What follows belongs to an exercise in optimizing a design on an open flow for small area; a production flow would make more cautious choices.
Where RTL was checked, it was by simulation tests only, not by an equivalence proof against the original.

==> module alu_6_bit, before the edit <==
module alu_6_bit(
  input         CLK_I,
  input         RST_N_I,
  input  [5:0]  DATA_IN_1_I,
  input  [5:0]  DATA_IN_2_I,
  input  [5:0]  CONTROL_I,
  input         EN_I,
  output [11:0] DATA_OUT_O,
  output        DONE_O,
  output        BUSY_O
);
reg  [2:0]  st_r;
reg         pre_en_r;
reg  [11:0] res_r;
reg  [11:0] data_out_r;
wire [5:0] a = DATA_IN_1_I;
wire [5:0] b = DATA_IN_2_I;
wire [5:0] c = CONTROL_I;
wire idle  = ~st_r[2] | (st_r[1] & st_r[0]);
wire sel   = st_r[2] & ~st_r[1];
wire exec  = st_r[2] & st_r[1] & ~st_r[0];
wire start = idle & EN_I & ~pre_en_r;
wire valid = (c[5:4] == 2'b00) && (c[3:0] != 4'd0) && (c[3:0] <= 4'd12);
wire op_add = c[3:0] == 4'd1;
wire op_sub = c[3:0] == 4'd2;
wire op_mul = c[3:0] == 4'd3;
wire op_div = c[3:0] == 4'd4;
wire op_and = c[3:0] == 4'd5;
wire op_or  = c[3:0] == 4'd6;
wire op_not = c[3:0] == 4'd7;
wire op_xor = c[3:0] == 4'd8;
wire op_shl = c[3:0] == 4'd9;
wire op_shr = c[3:0] == 4'd10;
wire op_rr  = c[3:0] == 4'd11;
wire op_rl  = c[3:0] == 4'd12;
wire op_sh  = op_shl | op_shr | op_rr | op_rl;
wire [2:0] bm6 = b % 6'd6;
wire       left = op_shl | op_rl;
wire [2:0] ramt = op_sh & ~op_rr & ~op_rl & (b >= 6'd6) ? 3'd7 : (op_shl | op_shr) ? b[2:0] : bm6;
wire [2:0] damt = left ? ramt : ((ramt == 3'd0) ? 3'd0 : 3'd6 - ramt);
wire [5:0] onehot = (ramt == 3'd7) ? 6'd0 : (6'd1 << damt);
wire       op_as = op_add | op_sub;
wire       op_lg = op_and | op_or | op_xor;
wire       inj   = op_as | op_lg;
wire [5:0] m = op_sh ? onehot : inj ? 6'd1 : b;
wire [5:0] bx = b ^ {6{op_sub}};
wire       c0 = op_as & (op_sub ? (a[0] | ~b[0]) : (a[0] & b[0]));
wire [5:0] pp [0:5];
wire [5:0] s  [0:5];
wire [5:0] cc [0:5];
wire [11:0] p;
genvar i, j;
generate
  for (i = 0; i < 6; i = i + 1) begin : g_pp
    for (j = 0; j < 6; j = j + 1) begin : g_pj
      if (i == 1 && j < 5) begin : g_as
        assign pp[i][j] = (a[j] & m[i]) | (bx[j+1] & inj);
      end else if (i == 0 && j == 0) begin : g_b0
        assign pp[i][j] = (a[j] & m[i]) ^ (b[0] & inj);
      end else begin : g_mul
        assign pp[i][j] = a[j] & m[i];
      end
    end
  end
  assign s[0]  = pp[0];
  assign cc[0] = {5'd0, c0};
  for (i = 1; i < 6; i = i + 1) begin : g_row
    for (j = 0; j < 6; j = j + 1) begin : g_col
      wire x = pp[i][j];
      wire y = (j < 5) ? s[i-1][j+1] : 1'b0;
      wire z = cc[i-1][j];
      assign s[i][j]  = x ^ y ^ z;
      assign cc[i][j] = (x & y) | (z & (x ^ y));
    end
  end
  for (i = 0; i < 6; i = i + 1) begin : g_lo
    assign p[i] = s[i][0];
  end
endgenerate
wire [5:0] fc;
assign fc[0] = 1'b0;
generate
  for (j = 0; j < 5; j = j + 1) begin : g_fin
    wire x = s[5][j+1];
    wire z = cc[5][j];
    assign p[6+j]  = x ^ z ^ fc[j];
    assign fc[j+1] = (x & z) | (fc[j] & (x ^ z));
  end
endgenerate
assign p[11] = fc[5] ^ cc[5][5];
wire [5:0] q;
wire [5:0] bz;    
assign bz[0] = 1'b1;
generate
  for (i = 1; i < 6; i = i + 1) begin : g_bz
    assign bz[i] = bz[i-1] & ~b[6-i];
  end
endgenerate
wire [5:0] rm [0:6];
assign rm[6] = 6'd0;
generate
  for (i = 5; i >= 0; i = i - 1) begin : g_div
    localparam integer W = 6 - i;           
    wire [W-1:0] r = {rm[i+1][W-2 >= 0 ? W-2 : 0:0], a[i]};
    wire [W:0]   bw;                       
    wire [W-1:0] d;
    assign bw[0] = 1'b0;
    for (j = 0; j < W; j = j + 1) begin : g_b
      assign d[j]    = r[j] ^ b[j] ^ bw[j];
      assign bw[j+1] = (~r[j] & b[j]) | (bw[j] & ~(r[j] ^ b[j]));
    end
    assign q[i] = bz[W-1 < 5 ? 6 - W : 0] & ~bw[W];
    if (W < 6) begin : g_r
      wire [W-1:0] nr = q[i] ? d : r;
      assign rm[i] = {{(6-W){1'b0}}, nr};
    end else begin : g_r0
      assign rm[i] = 6'd0;
    end
  end
endgenerate
wire ld = ~sel;
wire k_and = (op_and | op_or) & ld;
wire k_xor = (op_or | op_xor) & ld;
wire k_not = op_not & ld;
wire e_lo  = (op_mul | op_as | op_shl | op_rr | op_rl | (op_shr & (b == 6'd0))) & ld;
wire e_hi  = (op_shr | op_rr | op_rl) & ld;
wire e_div = op_div & ld;
wire e_mul = (op_mul | op_add) & ld;
wire e_up  = op_mul & ld;
wire fill  = k_not | (op_sub & ld & ~p[6]);
wire [5:0] xor_v = {s[1][4:0], p[0]};
wire [5:0] and_v = {cc[1][4:0], a[0] & b[0]};
wire [5:0] logic_r = (and_v & {6{k_and}}) | (xor_v & {6{k_xor}}) | (~a & {6{k_not}});
wire [11:0] alu;
wire [11:0] hold = res_r & {12{sel}};
assign alu[5:0]  = (p[5:0] & {6{e_lo}}) | (p[11:6] & {6{e_hi}}) |
                   (q & {6{e_div}}) | logic_r | hold[5:0];
assign alu[6]    = (p[6] & e_mul) | fill | hold[6];
assign alu[11:7] = (p[11:7] & {5{e_up}}) | {5{fill}} | hold[11:7];
always @(posedge CLK_I) begin
  pre_en_r <= RST_N_I & EN_I;
  res_r <= alu;
  if (~RST_N_I)
    st_r <= 3'b000;
  else if (start)
    st_r <= {2'b10, ~valid};
  else if (sel)
    st_r <= {2'b11, st_r[0]};
  else
    st_r <= 3'b001;
  if (~RST_N_I | (idle & ~start))
    data_out_r <= 12'd0;
  else if (exec)
    data_out_r <= res_r;
end
assign DATA_OUT_O = data_out_r;
assign BUSY_O     = st_r[2];
assign DONE_O     = ~st_r[2] & st_r[0];
endmodule
Settings: LEC_CHECK=0, ABC_AREA=1, CAP_MARGIN=0, CORE_MARGIN=2, CORE_UTILIZATION=40, GPL_TIMING_DRIVEN=0, SLEW_MARGIN=0; clock period 10.0 ns.
standard.sh (not shown) runs the stock make flow with config.mk's settings and CLKGATE_MAP_FILE= SYNTH_SCRIPT=/design/flow/synth_recipe.tcl, a recipe that flattens the netlist after the stock synthesis.
==> flow/flow/run.sh <==
#!/bin/bash
# Layout flow: the standard synthesis; then the combinational cells are
# re-mapped for area with yosys/abc in a few variants (registers keep their
# cells and names), the smallest variant is proven equivalent to the standard
# netlist and replaces it; then the standard layout from floorplan on,
# with plain buffers (buf_1) on the ports and a clock tree without dummy
# loads. Each tool's output goes to its own log file in this folder.
set -euo pipefail
here=$(pwd)
export BUFFER_PORTS_ARGS="-buffer_cell sky130_fd_sc_hd__buf_1"
export CTS_ARGS="-root_buf sky130_fd_sc_hd__clkbuf_8 -buf_list sky130_fd_sc_hd__clkbuf_8 -dont_use_dummy_load -repair_clock_nets"
bash standard.sh synth > log_synth.txt 2>&1

res=$(ls -d "$here"/orfs/results/*/alu_6_bit/base)
lib=$FLOW_HOME/platforms/$FLOW_PLATFORM/lib/sky130_fd_sc_hd__tt_025C_1v80.lib
cp "$res/1_2_yosys.v" "$here/std_1_2_yosys.v"
python3 "$here/flow/mkmap.py" "$lib" "$here/comb_map.v" > log_mkmap.txt 2>&1
dontuse=$(sed -n '/DONT_USE_CELLS/,/^$/p' "$FLOW_HOME/platforms/$FLOW_PLATFORM/config.mk" | grep -o 'sky130_fd_sc_hd__[a-z0-9_]*' | sed 's/^/-dont_use /' | tr '\n' ' ')
fill() {  # fill TEMPLATE OUT VARIANT EXTRAMAP
  sed -e "s|{LIB}|$lib|g" -e "s|{NET}|$here/std_1_2_yosys.v|" -e "s|{TOP}|$FLOW_TOP|g" \
      -e "s|{MAP}|$here/comb_map.v|" -e "s|{EXTRAMAP}|$4|" -e "s|{SEQ}|$here/flow/cells_seq.v|" \
      -e "s|{DONTUSE}|$dontuse|" -e "s|{ABC}|$here/flow/resyn.abc|" \
      -e "s|{STAT}|$here/resyn_$3_stat.txt|" -e "s|{OUT}|$here/resyn_$3.v|" "$1" > "$2"
}
fill "$here/flow/resyn.ys" "$here/resyn_keep.ys" keep ""
fill "$here/flow/resyn.ys" "$here/resyn_ha.ys" ha "-map $here/flow/cells_ha.v"
fill "$here/flow/resyn.ys" "$here/resyn_all.ys" all "-map $here/flow/cells_adders.v"
for v in keep ha all; do
  ( yosys -s "$here/resyn_$v.ys" > "log_resyn_$v.txt" 2>&1 || rm -f "$here/resyn_$v.v" ) &
done
wait
best=""; best_area=""
for v in keep ha all; do
  [[ -s "$here/resyn_$v.v" && -s "$here/resyn_${v}_stat.txt" ]] || continue
  a=$(grep 'Chip area' "$here/resyn_${v}_stat.txt" | awk '{print $NF}')
  echo "$v $a" >> log_choice.txt
  if [[ -z "$best" ]] || awk -v x="$a" -v y="$best_area" 'BEGIN{exit !(x<y)}'; then best=$v; best_area=$a; fi
done
if [[ -n "$best" ]]; then
  fill "$here/flow/equiv.ys" "$here/equiv_run.ys" "$best" ""
  if timeout 1200 yosys -s "$here/equiv_run.ys" > log_equiv.txt 2>&1; then
    cp "$here/resyn_$best.v" "$res/1_2_yosys.v"
    rm -f "$res/1_synth.odb" "$res/1_synth.sdc"
    echo "used $best ($best_area), proven equivalent" >> log_choice.txt
  else
    echo "$best not proven equivalent, keeping the standard netlist" >> log_choice.txt
  fi
else
  echo "re-mapping failed, keeping the standard netlist" >> log_choice.txt
fi
bash standard.sh > log_layout.txt 2>&1
Other scripts of this flow, unchanged in this note and not shown: flow/flow/cells_adders.v, flow/flow/cells_ha.v, flow/flow/cells_seq.v, flow/flow/equiv.ys, flow/flow/mkmap.py, flow/flow/resyn.abc, flow/flow/resyn.ys
Next try:
--- a/flow/design.v
+++ b/flow/design.v
@@ -40,9 +40,7 @@
 wire [2:0] damt = left ? ramt : ((ramt == 3'd0) ? 3'd0 : 3'd6 - ramt);
 wire [5:0] onehot = (ramt == 3'd7) ? 6'd0 : (6'd1 << damt);
 wire       op_as = op_add | op_sub;
-wire       op_lg = op_and | op_or | op_xor;
-wire       inj   = op_as | op_lg;
-wire [5:0] m = op_sh ? onehot : inj ? 6'd1 : b;
+wire [5:0] m = op_sh ? onehot : op_as ? 6'd1 : b;
 wire [5:0] bx = b ^ {6{op_sub}};
 wire       c0 = op_as & (op_sub ? (a[0] | ~b[0]) : (a[0] & b[0]));
 wire [5:0] pp [0:5];
@@ -54,9 +52,9 @@
   for (i = 0; i < 6; i = i + 1) begin : g_pp
     for (j = 0; j < 6; j = j + 1) begin : g_pj
       if (i == 1 && j < 5) begin : g_as
-        assign pp[i][j] = (a[j] & m[i]) | (bx[j+1] & inj);
+        assign pp[i][j] = (a[j] & m[i]) | (bx[j+1] & op_as);
       end else if (i == 0 && j == 0) begin : g_b0
-        assign pp[i][j] = (a[j] & m[i]) ^ (b[0] & inj);
+        assign pp[i][j] = (a[j] & m[i]) ^ (b[0] & op_as);
       end else begin : g_mul
         assign pp[i][j] = a[j] & m[i];
       end
@@ -128,9 +126,7 @@
 wire e_mul = (op_mul | op_add) & ld;
 wire e_up  = op_mul & ld;
 wire fill  = k_not | (op_sub & ld & ~p[6]);
-wire [5:0] xor_v = {s[1][4:0], p[0]};
-wire [5:0] and_v = {cc[1][4:0], a[0] & b[0]};
-wire [5:0] logic_r = (and_v & {6{k_and}}) | (xor_v & {6{k_xor}}) | (~a & {6{k_not}});
+wire [5:0] logic_r = (a & b & {6{k_and}}) | ((a ^ b) & {6{k_xor}}) | (~a & {6{k_not}});
 wire [11:0] alu;
 wire [11:0] hold = res_r & {12{sel}};
 assign alu[5:0]  = (p[5:0] & {6{e_lo}}) | (p[11:6] & {6{e_hi}}) |
Area after synthesis grows by about 3%; routed wire length grows by about 17%; final area grows by 1.8%; setup slack is better by 0.0097 ns; maximum frequency hardly moves; clock skew grows by 0.0041 ns; register-to-register slack is about the same.
Function not checked in the first run of this note: the RTL went through the layout flow alone.

## re-timing with driven ports
The results above use ideal ports. As a check the final layouts listed here were re-extracted and re-timed, cells and wires unchanged.
Step 1 (the two cells are an assumption about what drives the block):
set clk [get_ports {CLK_I}]
set_driving_cell -lib_cell sky130_fd_sc_hd__clkbuf_16 $clk
set_driving_cell -lib_cell sky130_fd_sc_hd__buf_2 [delete_from_list [all_inputs] $clk]
Step 2 adds t to the input delays and takes it off the output delays; t is the mean of the earliest and latest rising clock arrival at the registers after step 1. Input paths then give back, and output paths get back, about the clock's delay inside the block.
Slacks: ideal ports / drivers / drivers and shift; pairs: ideal ports / drivers.
run | t (ns) | setup WS [ns] | hold slack, ns | worst data-port slew with drivers (ns) | cell pins on the clock port's net
the first run | 0.288 | 0.386 / 0.387 / 0.099 | 0.457 / 0.457 / 0.457 | 0.03 | 1
the second run | 0.284 | 0.396 / 0.400 / 0.115 | 0.447 / 0.447 / 0.447 | 0.04 | 1
After both steps setup and hold are still met in every run listed. The setup slack of the first run, which loses most, moves by +0.001 ns with the drivers and by -0.287 ns with both steps.
